This design comes from an exercise in tuning for small area on the open sky130 flow, not from production work. The RTL was checked by simulation tests, not by an equivalence proof against the original design.

==> build 41: inputs <==
==> flow/design.v (excerpt) <==
module Top_FFT #(
    parameter   INTEGER_SIZE = 4,
                FRACT_SIZE = 14,
                NFFT = 64
) (
    input       wire                                             clk, rst,
    input       wire                                             start_FFT,
    input       wire    signed  [INTEGER_SIZE+FRACT_SIZE-1:0]    serial_in_r, serial_in_i,
    output      wire    signed  [INTEGER_SIZE+FRACT_SIZE-1:0]    serial_out_r, serial_out_i,
    output      wire                                             end_FFT, data_valid_FFT
);
clock: 12.0 ns
lec_check: 0
abc_area: 1
cap_margin: 20
core_margin: 2
core_utilization: 65
cts_buf_list: sky130_fd_sc_hd__clkbuf_16
cts_cluster_diameter: 120
cts_cluster_size: 22
place_density: 0.8
slew_margin: 20
standard.sh (not shown) runs the stock make flow with config.mk's settings and CLKGATE_MAP_FILE= SYNTH_SCRIPT=/design/flow/synth_recipe.tcl, a recipe that flattens the netlist after the stock synthesis.
==> flow/flow/run.sh <==
#!/bin/bash
# Standard layout, with one netlist step between synthesis and floorplan:
# flow/polarity.py re-polarises full adders (a full adder is self-dual) to
# drop inverters around them. Registers and everything else stay as the
# standard synthesis made them. Each step logs to a file of its own here.
set -euo pipefail
WORK=$(pwd)
R=$WORK/orfs/results/$FLOW_PLATFORM/Top_FFT/base
bash standard.sh synth > $WORK/1_standard_synth.log 2>&1
cp $R/1_2_yosys.v $WORK/1_2_yosys.standard.v
python3 $WORK/flow/polarity.py $WORK/1_2_yosys.standard.v $R/1_2_yosys.v > $WORK/2_polarity.log 2>&1
rm -f $R/1_synth.odb $R/1_synth.sdc
bash standard.sh finish > $WORK/3_standard_finish.log 2>&1
Other scripts of this flow, unchanged in this note and not shown: flow/flow/polarity.py
==> build 91 (differences from build 41) <==
--- a/flow/design.v
+++ b/flow/design.v
@@ -819,46 +819,72 @@
 wire [7:0] m5n = cnt - (S5 + 2);
 reg  [1:0] ad2f, ad5f;
 always @(posedge clk) begin
     ad2f <= m2n[3] ? {m2n[4], m2n[5]} : 2'd0;
     ad5f <= m5n[0] ? {m5n[1], m5n[2]} : 2'd0;
 end
-wire ml = busy & (cnt >= 8'd68);           
-wire [2*W-1:0] u1, y, a6, u6, u5, p5, dl5a, a5;
-wire [2*W-1:0] dl6, o6, w5, o4, o5, dl5;
-sdf_delay #(.W(2*W), .D(1)) R6  (.clk(clk), .din(ml ? o6  : {serial_in_r, serial_in_i}), .dout(y));
-sdf_delay #(.W(2*W), .D(1)) DL6 (.clk(clk), .din(ml ? dl6 : y),    .dout(a6));
-sdf_delay #(.W(2*W), .D(1)) R5  (.clk(clk), .din(ml ? w5  : a6),   .dout(u6));
-sdf_delay #(.W(2*W), .D(1)) R4  (.clk(clk), .din(ml ? o4  : u6),   .dout(u5));
-sdf_delay #(.W(2*W), .D(1)) P5  (.clk(clk), .din(ml ? o5  : u5),   .dout(p5));
-sdf_delay #(.W(2*W), .D(1)) DL5 (.clk(clk), .din(ml ? dl5 : p5),   .dout(dl5a));
-assign u1 = dl5a;
+wire [2*W-1:0] x_in = {serial_in_r, serial_in_i};
+wire [2*W-1:0] u1, p3, u4, a4, u5, a5, p5, u6, a6, y;
+wire [2*W-1:0] o3, w3, dl4, o4, dl5, o5, w5, dl6, o6;
+wire           mP3 = busy & (cnt >= 8'd65);
+wire           mR3 = busy & (cnt >= 8'd66);
+wire           mD4 = busy & (cnt >= 8'd67);
+reg  [2*W-1:0] p3r, r3r;
+reg  [2*W-1:0] dl4w [0:3];
+always @(posedge clk) begin
+    p3r     <= mP3 ? o3  : x_in;
+    r3r     <= mR3 ? w3  : p3r;
+    dl4w[0] <= mD4 ? dl4 : r3r;
+    dl4w[1] <= dl4w[0];
+    dl4w[2] <= dl4w[1];
+    dl4w[3] <= dl4w[2];
+end
+assign p3 = p3r;
+assign u4 = r3r;
+assign a4 = dl4w[3];
+assign u1 = dl4w[3];
 wire [2*W-1:0] a1, dl1, o1;
 reg  [2*W-1:0] dl1w [0:31];
-wire           ms4 = busy & (cnt >= 8'd73);
-wire           ms6 = busy & (cnt >= 8'd75);
-wire           ms7 = busy & (cnt >= 8'd76);
 wire [38:0]    q51n, q51;
 wire [39:0]    q52n, q52;
 reg  [2:0]     q51x;
 reg  [3:0]     q52x;
+wire           mk1 = busy & (cnt >= 8'd70);
+wire           mk2 = busy & (cnt >= 8'd71);
+wire           mk4 = busy & (cnt >= 8'd73);
+wire           mk5 = busy & (cnt >= 8'd74);
+wire           mk6 = busy & (cnt >= 8'd75);
+wire           mk7 = busy & (cnt >= 8'd76);
+wire           mk8 = busy & (cnt >= 8'd77);
+wire           mk9 = busy & (cnt >= 8'd78);
 integer k1;
 always @(posedge clk) begin
     dl1w[0] <= dl1;
-    for (k1 = 1; k1 < 32; k1 = k1 + 1)
-        if (k1 != 4 && k1 != 6 && k1 != 7) dl1w[k1] <= dl1w[k1-1];
-    dl1w[4] <= ms4 ? dl5a        : dl1w[3];
-    dl1w[6] <= ms6 ? q51n[38:3]  : dl1w[5];
-    dl1w[7] <= ms7 ? q52n[39:4]  : dl1w[6];
+    dl1w[1] <= mk1 ? o4         : dl1w[0];      
+    dl1w[2] <= mk2 ? dl5        : dl1w[1];      
+    dl1w[3] <= dl1w[2];                         
+    dl1w[4] <= mk4 ? o5         : dl1w[3];      
+    dl1w[5] <= mk5 ? q51n[38:3] : dl1w[4];      
+    dl1w[6] <= mk6 ? q52n[39:4] : dl1w[5];      
+    dl1w[7] <= mk7 ? w5         : dl1w[6];      
+    dl1w[8] <= mk8 ? dl6        : dl1w[7];      
+    dl1w[9] <= mk9 ? o6         : dl1w[8];      
+    for (k1 = 10; k1 < 32; k1 = k1 + 1)
+        dl1w[k1] <= dl1w[k1-1];
     q51x    <= q51n[2:0];
     q52x    <= q52n[3:0];
 end
 assign a1  = dl1w[31];
-assign a5  = dl1w[4];
-assign q51 = {dl1w[6], q51x};
-assign q52 = {dl1w[7], q52x};
+assign u5  = dl1w[1];
+assign a5  = dl1w[3];
+assign p5  = dl1w[4];
+assign q51 = {dl1w[5], q51x};
+assign q52 = {dl1w[6], q52x};
+assign u6  = dl1w[7];
+assign a6  = dl1w[8];
+assign y   = dl1w[9];
 sdf_bfly  #(.W(W)) BF1 (.sel(t1[5]), .tw(m1[4] & m1[5]),
     .a_r(a1[2*W-1:W]), .a_i(a1[W-1:0]), .u_r(u1[2*W-1:W]), .u_i(u1[W-1:0]),
     .dl_r(dl1[2*W-1:W]), .dl_i(dl1[W-1:0]), .o_r(o1[2*W-1:W]), .o_i(o1[W-1:0]));
 wire [2*W-1:0] u2;
 sdf_delay #(.W(2*W), .D(1)) R1 (.clk(clk), .din(o1), .dout(u2));
 wire [2*W-1:0] a2, dl2, o2;
@@ -870,28 +896,23 @@
 wire [37:0]    f2, q2;
 sdf_delay #(.W(2*W), .D(1)) P2 (.clk(clk), .din(o2), .dout(p2));
 w8_front TF2 (.addr(ad2f), .in_r(p2[2*W-1:W]), .in_i(p2[W-1:0]), .q(f2));
 sdf_delay #(.W(38), .D(1)) Q2 (.clk(clk), .din(f2), .dout(q2));
 w8_back  TB2 (.addr(m2b[3] ? {m2b[4], m2b[5]} : 2'd0), .q(q2), .out_r(w2[2*W-1:W]), .out_i(w2[W-1:0]));
 sdf_delay #(.W(2*W), .D(1)) R2 (.clk(clk), .din(w2), .dout(u3));
-wire [2*W-1:0] a3, dl3, o3;
+wire [2*W-1:0] a3, dl3;
 sdf_delay #(.W(2*W), .D(8)) DL3 (.clk(clk), .din(dl3), .dout(a3));
 sdf_bfly  #(.W(W)) BF3 (.sel(t3[3]), .tw(1'b0),
     .a_r(a3[2*W-1:W]), .a_i(a3[W-1:0]), .u_r(u3[2*W-1:W]), .u_i(u3[W-1:0]),
     .dl_r(dl3[2*W-1:W]), .dl_i(dl3[W-1:0]), .o_r(o3[2*W-1:W]), .o_i(o3[W-1:0]));
-wire [2*W-1:0] p3, w3, u4;
 wire [41:0]    cn3, c3;
 wire [71:0]    f3;
-sdf_delay #(.W(2*W), .D(1)) P3 (.clk(clk), .din(o3), .dout(p3));
 tw64_rom ROM3 (.address(m3n[5:0]), .dr(cn3[41:21]), .di(cn3[20:0]));
 sdf_delay #(.W(42), .D(1)) C3 (.clk(clk), .din(cn3), .dout(c3));
 w64_front TF3 (.in_r(p3[2*W-1:W]), .in_i(p3[W-1:0]), .dr(c3[41:21]), .di(c3[20:0]), .q(f3));
 w64_back  TB3 (.q(f3), .out_r(w3[2*W-1:W]), .out_i(w3[W-1:0]));
-sdf_delay #(.W(2*W), .D(1)) R3 (.clk(clk), .din(w3), .dout(u4));
-wire [2*W-1:0] a4, dl4;
-sdf_delay #(.W(2*W), .D(4)) DL4 (.clk(clk), .din(dl4), .dout(a4));
 sdf_bfly  #(.W(W)) BF4 (.sel(t4[2]), .tw(m4[1] & m4[2]),
     .a_r(a4[2*W-1:W]), .a_i(a4[W-1:0]), .u_r(u4[2*W-1:W]), .u_i(u4[W-1:0]),
     .dl_r(dl4[2*W-1:W]), .dl_i(dl4[W-1:0]), .o_r(o4[2*W-1:W]), .o_i(o4[W-1:0]));
 sdf_bfly  #(.W(W)) BF5 (.sel(t5[1]), .tw(1'b0),
     .a_r(a5[2*W-1:W]), .a_i(a5[W-1:0]), .u_r(u5[2*W-1:W]), .u_i(u5[W-1:0]),
     .dl_r(dl5[2*W-1:W]), .dl_i(dl5[W-1:0]), .o_r(o5[2*W-1:W]), .o_i(o5[W-1:0]));
==> trial 42 (differences from build 41) <==
--- a/flow/design.v
+++ b/flow/design.v
@@ -819,79 +819,104 @@
 wire [7:0] m5n = cnt - (S5 + 2);
 reg  [1:0] ad2f, ad5f;
 always @(posedge clk) begin
     ad2f <= m2n[3] ? {m2n[4], m2n[5]} : 2'd0;
     ad5f <= m5n[0] ? {m5n[1], m5n[2]} : 2'd0;
 end
-wire ml = busy & (cnt >= 8'd68);           
-wire [2*W-1:0] u1, y, a6, u6, u5, p5, dl5a, a5;
-wire [2*W-1:0] dl6, o6, w5, o4, o5, dl5;
-sdf_delay #(.W(2*W), .D(1)) R6  (.clk(clk), .din(ml ? o6  : {serial_in_r, serial_in_i}), .dout(y));
-sdf_delay #(.W(2*W), .D(1)) DL6 (.clk(clk), .din(ml ? dl6 : y),    .dout(a6));
-sdf_delay #(.W(2*W), .D(1)) R5  (.clk(clk), .din(ml ? w5  : a6),   .dout(u6));
-sdf_delay #(.W(2*W), .D(1)) R4  (.clk(clk), .din(ml ? o4  : u6),   .dout(u5));
-sdf_delay #(.W(2*W), .D(1)) P5  (.clk(clk), .din(ml ? o5  : u5),   .dout(p5));
-sdf_delay #(.W(2*W), .D(1)) DL5 (.clk(clk), .din(ml ? dl5 : p5),   .dout(dl5a));
-assign u1 = dl5a;
+wire [2*W-1:0] x_in = {serial_in_r, serial_in_i};
+wire [2*W-1:0] u1, p3, u4, a4, u5, a5, p5, u6, a6, y;
+wire [2*W-1:0] o3, w3, dl4, o4, dl5, o5, w5, dl6, o6;
+wire           mP3 = busy & (cnt >= 8'd65);
+wire           mR3 = busy & (cnt >= 8'd66);
+wire           mD4 = busy & (cnt >= 8'd67);
+reg  [2*W-1:0] p3r, r3r;
+reg  [2*W-1:0] dl4w [0:3];
+always @(posedge clk) begin
+    p3r     <= mP3 ? o3  : x_in;
+    r3r     <= mR3 ? w3  : p3r;
+    dl4w[0] <= mD4 ? dl4 : r3r;
+    dl4w[1] <= dl4w[0];
+    dl4w[2] <= dl4w[1];
+    dl4w[3] <= dl4w[2];
+end
+assign p3 = p3r;
+assign u4 = r3r;
+assign a4 = dl4w[3];
+assign u1 = dl4w[3];
 wire [2*W-1:0] a1, dl1, o1;
 reg  [2*W-1:0] dl1w [0:31];
-wire           ms4 = busy & (cnt >= 8'd73);
-wire           ms6 = busy & (cnt >= 8'd75);
-wire           ms7 = busy & (cnt >= 8'd76);
 wire [38:0]    q51n, q51;
 wire [39:0]    q52n, q52;
 reg  [2:0]     q51x;
 reg  [3:0]     q52x;
+wire           mk1 = busy & (cnt >= 8'd70);
+wire           mk2 = busy & (cnt >= 8'd71);
+wire           mk4 = busy & (cnt >= 8'd73);
+wire           mk5 = busy & (cnt >= 8'd74);
+wire           mk6 = busy & (cnt >= 8'd75);
+wire           mk7 = busy & (cnt >= 8'd76);
+wire           mk8 = busy & (cnt >= 8'd77);
+wire           mk9 = busy & (cnt >= 8'd78);
 integer k1;
 always @(posedge clk) begin
     dl1w[0] <= dl1;
-    for (k1 = 1; k1 < 32; k1 = k1 + 1)
-        if (k1 != 4 && k1 != 6 && k1 != 7) dl1w[k1] <= dl1w[k1-1];
-    dl1w[4] <= ms4 ? dl5a        : dl1w[3];
-    dl1w[6] <= ms6 ? q51n[38:3]  : dl1w[5];
-    dl1w[7] <= ms7 ? q52n[39:4]  : dl1w[6];
+    dl1w[1] <= mk1 ? o4         : dl1w[0];      
+    dl1w[2] <= mk2 ? dl5        : dl1w[1];      
+    dl1w[3] <= dl1w[2];                         
+    dl1w[4] <= mk4 ? o5         : dl1w[3];      
+    dl1w[5] <= mk5 ? q51n[38:3] : dl1w[4];      
+    dl1w[6] <= mk6 ? q52n[39:4] : dl1w[5];      
+    dl1w[7] <= mk7 ? w5         : dl1w[6];      
+    dl1w[8] <= mk8 ? dl6        : dl1w[7];      
+    dl1w[9] <= mk9 ? o6         : dl1w[8];      
+    for (k1 = 10; k1 < 32; k1 = k1 + 1)
+        dl1w[k1] <= dl1w[k1-1];
     q51x    <= q51n[2:0];
     q52x    <= q52n[3:0];
 end
 assign a1  = dl1w[31];
-assign a5  = dl1w[4];
-assign q51 = {dl1w[6], q51x};
-assign q52 = {dl1w[7], q52x};
+assign u5  = dl1w[1];
+assign a5  = dl1w[3];
+assign p5  = dl1w[4];
+assign q51 = {dl1w[5], q51x};
+assign q52 = {dl1w[6], q52x};
+assign u6  = dl1w[7];
+assign a6  = dl1w[8];
+assign y   = dl1w[9];
 sdf_bfly  #(.W(W)) BF1 (.sel(t1[5]), .tw(m1[4] & m1[5]),
     .a_r(a1[2*W-1:W]), .a_i(a1[W-1:0]), .u_r(u1[2*W-1:W]), .u_i(u1[W-1:0]),
     .dl_r(dl1[2*W-1:W]), .dl_i(dl1[W-1:0]), .o_r(o1[2*W-1:W]), .o_i(o1[W-1:0]));
 wire [2*W-1:0] u2;
-sdf_delay #(.W(2*W), .D(1)) R1 (.clk(clk), .din(o1), .dout(u2));
+wire [2*W-1:0] u2n;
+sdf_delay #(.W(2*W), .D(1)) R1 (.clk(clk), .din(~o1), .dout(u2n));
+assign u2 = ~u2n;
 wire [2*W-1:0] a2, dl2, o2;
 sdf_delay #(.W(2*W), .D(16)) DL2 (.clk(clk), .din(dl2), .dout(a2));
 sdf_bfly  #(.W(W)) BF2 (.sel(t2[4]), .tw(1'b0),
     .a_r(a2[2*W-1:W]), .a_i(a2[W-1:0]), .u_r(u2[2*W-1:W]), .u_i(u2[W-1:0]),
     .dl_r(dl2[2*W-1:W]), .dl_i(dl2[W-1:0]), .o_r(o2[2*W-1:W]), .o_i(o2[W-1:0]));
 wire [2*W-1:0] p2, w2, u3;
 wire [37:0]    f2, q2;
 sdf_delay #(.W(2*W), .D(1)) P2 (.clk(clk), .din(o2), .dout(p2));
 w8_front TF2 (.addr(ad2f), .in_r(p2[2*W-1:W]), .in_i(p2[W-1:0]), .q(f2));
 sdf_delay #(.W(38), .D(1)) Q2 (.clk(clk), .din(f2), .dout(q2));
 w8_back  TB2 (.addr(m2b[3] ? {m2b[4], m2b[5]} : 2'd0), .q(q2), .out_r(w2[2*W-1:W]), .out_i(w2[W-1:0]));
-sdf_delay #(.W(2*W), .D(1)) R2 (.clk(clk), .din(w2), .dout(u3));
-wire [2*W-1:0] a3, dl3, o3;
+wire [2*W-1:0] u3n;
+sdf_delay #(.W(2*W), .D(1)) R2 (.clk(clk), .din(~w2), .dout(u3n));
+assign u3 = ~u3n;
+wire [2*W-1:0] a3, dl3;
 sdf_delay #(.W(2*W), .D(8)) DL3 (.clk(clk), .din(dl3), .dout(a3));
 sdf_bfly  #(.W(W)) BF3 (.sel(t3[3]), .tw(1'b0),
     .a_r(a3[2*W-1:W]), .a_i(a3[W-1:0]), .u_r(u3[2*W-1:W]), .u_i(u3[W-1:0]),
     .dl_r(dl3[2*W-1:W]), .dl_i(dl3[W-1:0]), .o_r(o3[2*W-1:W]), .o_i(o3[W-1:0]));
-wire [2*W-1:0] p3, w3, u4;
 wire [41:0]    cn3, c3;
 wire [71:0]    f3;
-sdf_delay #(.W(2*W), .D(1)) P3 (.clk(clk), .din(o3), .dout(p3));
 tw64_rom ROM3 (.address(m3n[5:0]), .dr(cn3[41:21]), .di(cn3[20:0]));
 sdf_delay #(.W(42), .D(1)) C3 (.clk(clk), .din(cn3), .dout(c3));
 w64_front TF3 (.in_r(p3[2*W-1:W]), .in_i(p3[W-1:0]), .dr(c3[41:21]), .di(c3[20:0]), .q(f3));
 w64_back  TB3 (.q(f3), .out_r(w3[2*W-1:W]), .out_i(w3[W-1:0]));
-sdf_delay #(.W(2*W), .D(1)) R3 (.clk(clk), .din(w3), .dout(u4));
-wire [2*W-1:0] a4, dl4;
-sdf_delay #(.W(2*W), .D(4)) DL4 (.clk(clk), .din(dl4), .dout(a4));
 sdf_bfly  #(.W(W)) BF4 (.sel(t4[2]), .tw(m4[1] & m4[2]),
     .a_r(a4[2*W-1:W]), .a_i(a4[W-1:0]), .u_r(u4[2*W-1:W]), .u_i(u4[W-1:0]),
     .dl_r(dl4[2*W-1:W]), .dl_i(dl4[W-1:0]), .o_r(o4[2*W-1:W]), .o_i(o4[W-1:0]));
 sdf_bfly  #(.W(W)) BF5 (.sel(t5[1]), .tw(1'b0),
     .a_r(a5[2*W-1:W]), .a_i(a5[W-1:0]), .u_r(u5[2*W-1:W]), .u_i(u5[W-1:0]),
     .dl_r(dl5[2*W-1:W]), .dl_i(dl5[W-1:0]), .o_r(o5[2*W-1:W]), .o_i(o5[W-1:0]));
==> summary.txt <==
- Status: finished clean
- DR WL met3: 23100 um
- Post-Syn Area per Cell: 11.3 um^2
- CP Max Fanout: 15
- Core Box Area: 148000 um^2
- Crit path time final: 11.54 ns
- GP Congestion: 1.03
- Vias in the first global route: 62600
- Met1 Usage GRT: 0.406
- Slew @ Worst Pin: 1.16 ns
- Non-filler cells, final: 10500
- Vias: 59800
- DR iter-0 viols: 5551
# the run above: trial 42

==> summary.txt <==
- Vias: 59700
- Met1 Usage GRT: 0.409
- Crit path time final: 11.64 ns
- Vias in the first global route: 63000
- Core Box Area: 149000 um^2
- DR WL met3: 22800 um
- CP Max Fanout: 12
- GP Congestion: 1.00
- Status: finished clean
- Post-Syn Area per Cell: 11.2 um^2
# the run above: build 91

==> summary.txt <==
- Sequential share of cell area: 0.487
- Status: finished clean
- Slew @ Worst Pin: 1.18 ns
- Hold EP: DL4.sr[3][10]
- YS warnings: 16
- Design Area, Final: 109000 um^2
- DR WL met3: 27100 um
- CP Max Fanout: 12
- Core Box Area: 156000 um^2
- Vias in the first global route: 65400
- GP Congestion: 1.01
- Crit path time final: 11.46 ns
- DR iter-0 viols: 6989
- Non-filler cells, final: 11100
- Vias: 62800
- Post-Syn Area per Cell: 11.3 um^2
- Met1 Usage GRT: 0.420
# the run above: build 41

-- what the ideal ports hide --
No port has a modelled driver above. Below, the same layouts with a new extraction and two added sets of constraints.
Step 1: set_driving_cell puts a clkbuf_16 on clk and a buf_2 on each other input, an assumption about the parent block.
Step 2 moves the port delays by t, midway between the first and last clock arrival at a register: inputs arrive t later, outputs are due t later. That takes back most of the time a late clock gives input paths.
Three values: ideal, step 1, step 2; two values: the first two.
| run | t (ns) | setup slack, ns | hold slack, ns | clock arrival spread, ns | pins driven straight from the clock port |
|---|---|---|---|---|---|
| build 41 | 0.897 | 0.536 / 0.536 / 0.536 | 0.308 / 0.308 / 0.308 | 0.066 / 0.066 | 1 |
| build 91 | 0.885 | 0.357 / 0.357 / 0.357 | 0.293 / 0.293 / 0.293 | 0.051 / 0.051 | 1 |
| trial 42 | 0.867 | 0.464 / 0.464 / 0.464 | 0.303 / 0.303 / 0.303 | 0.044 / 0.043 | 1 |
After both steps every run listed still meets setup and hold.
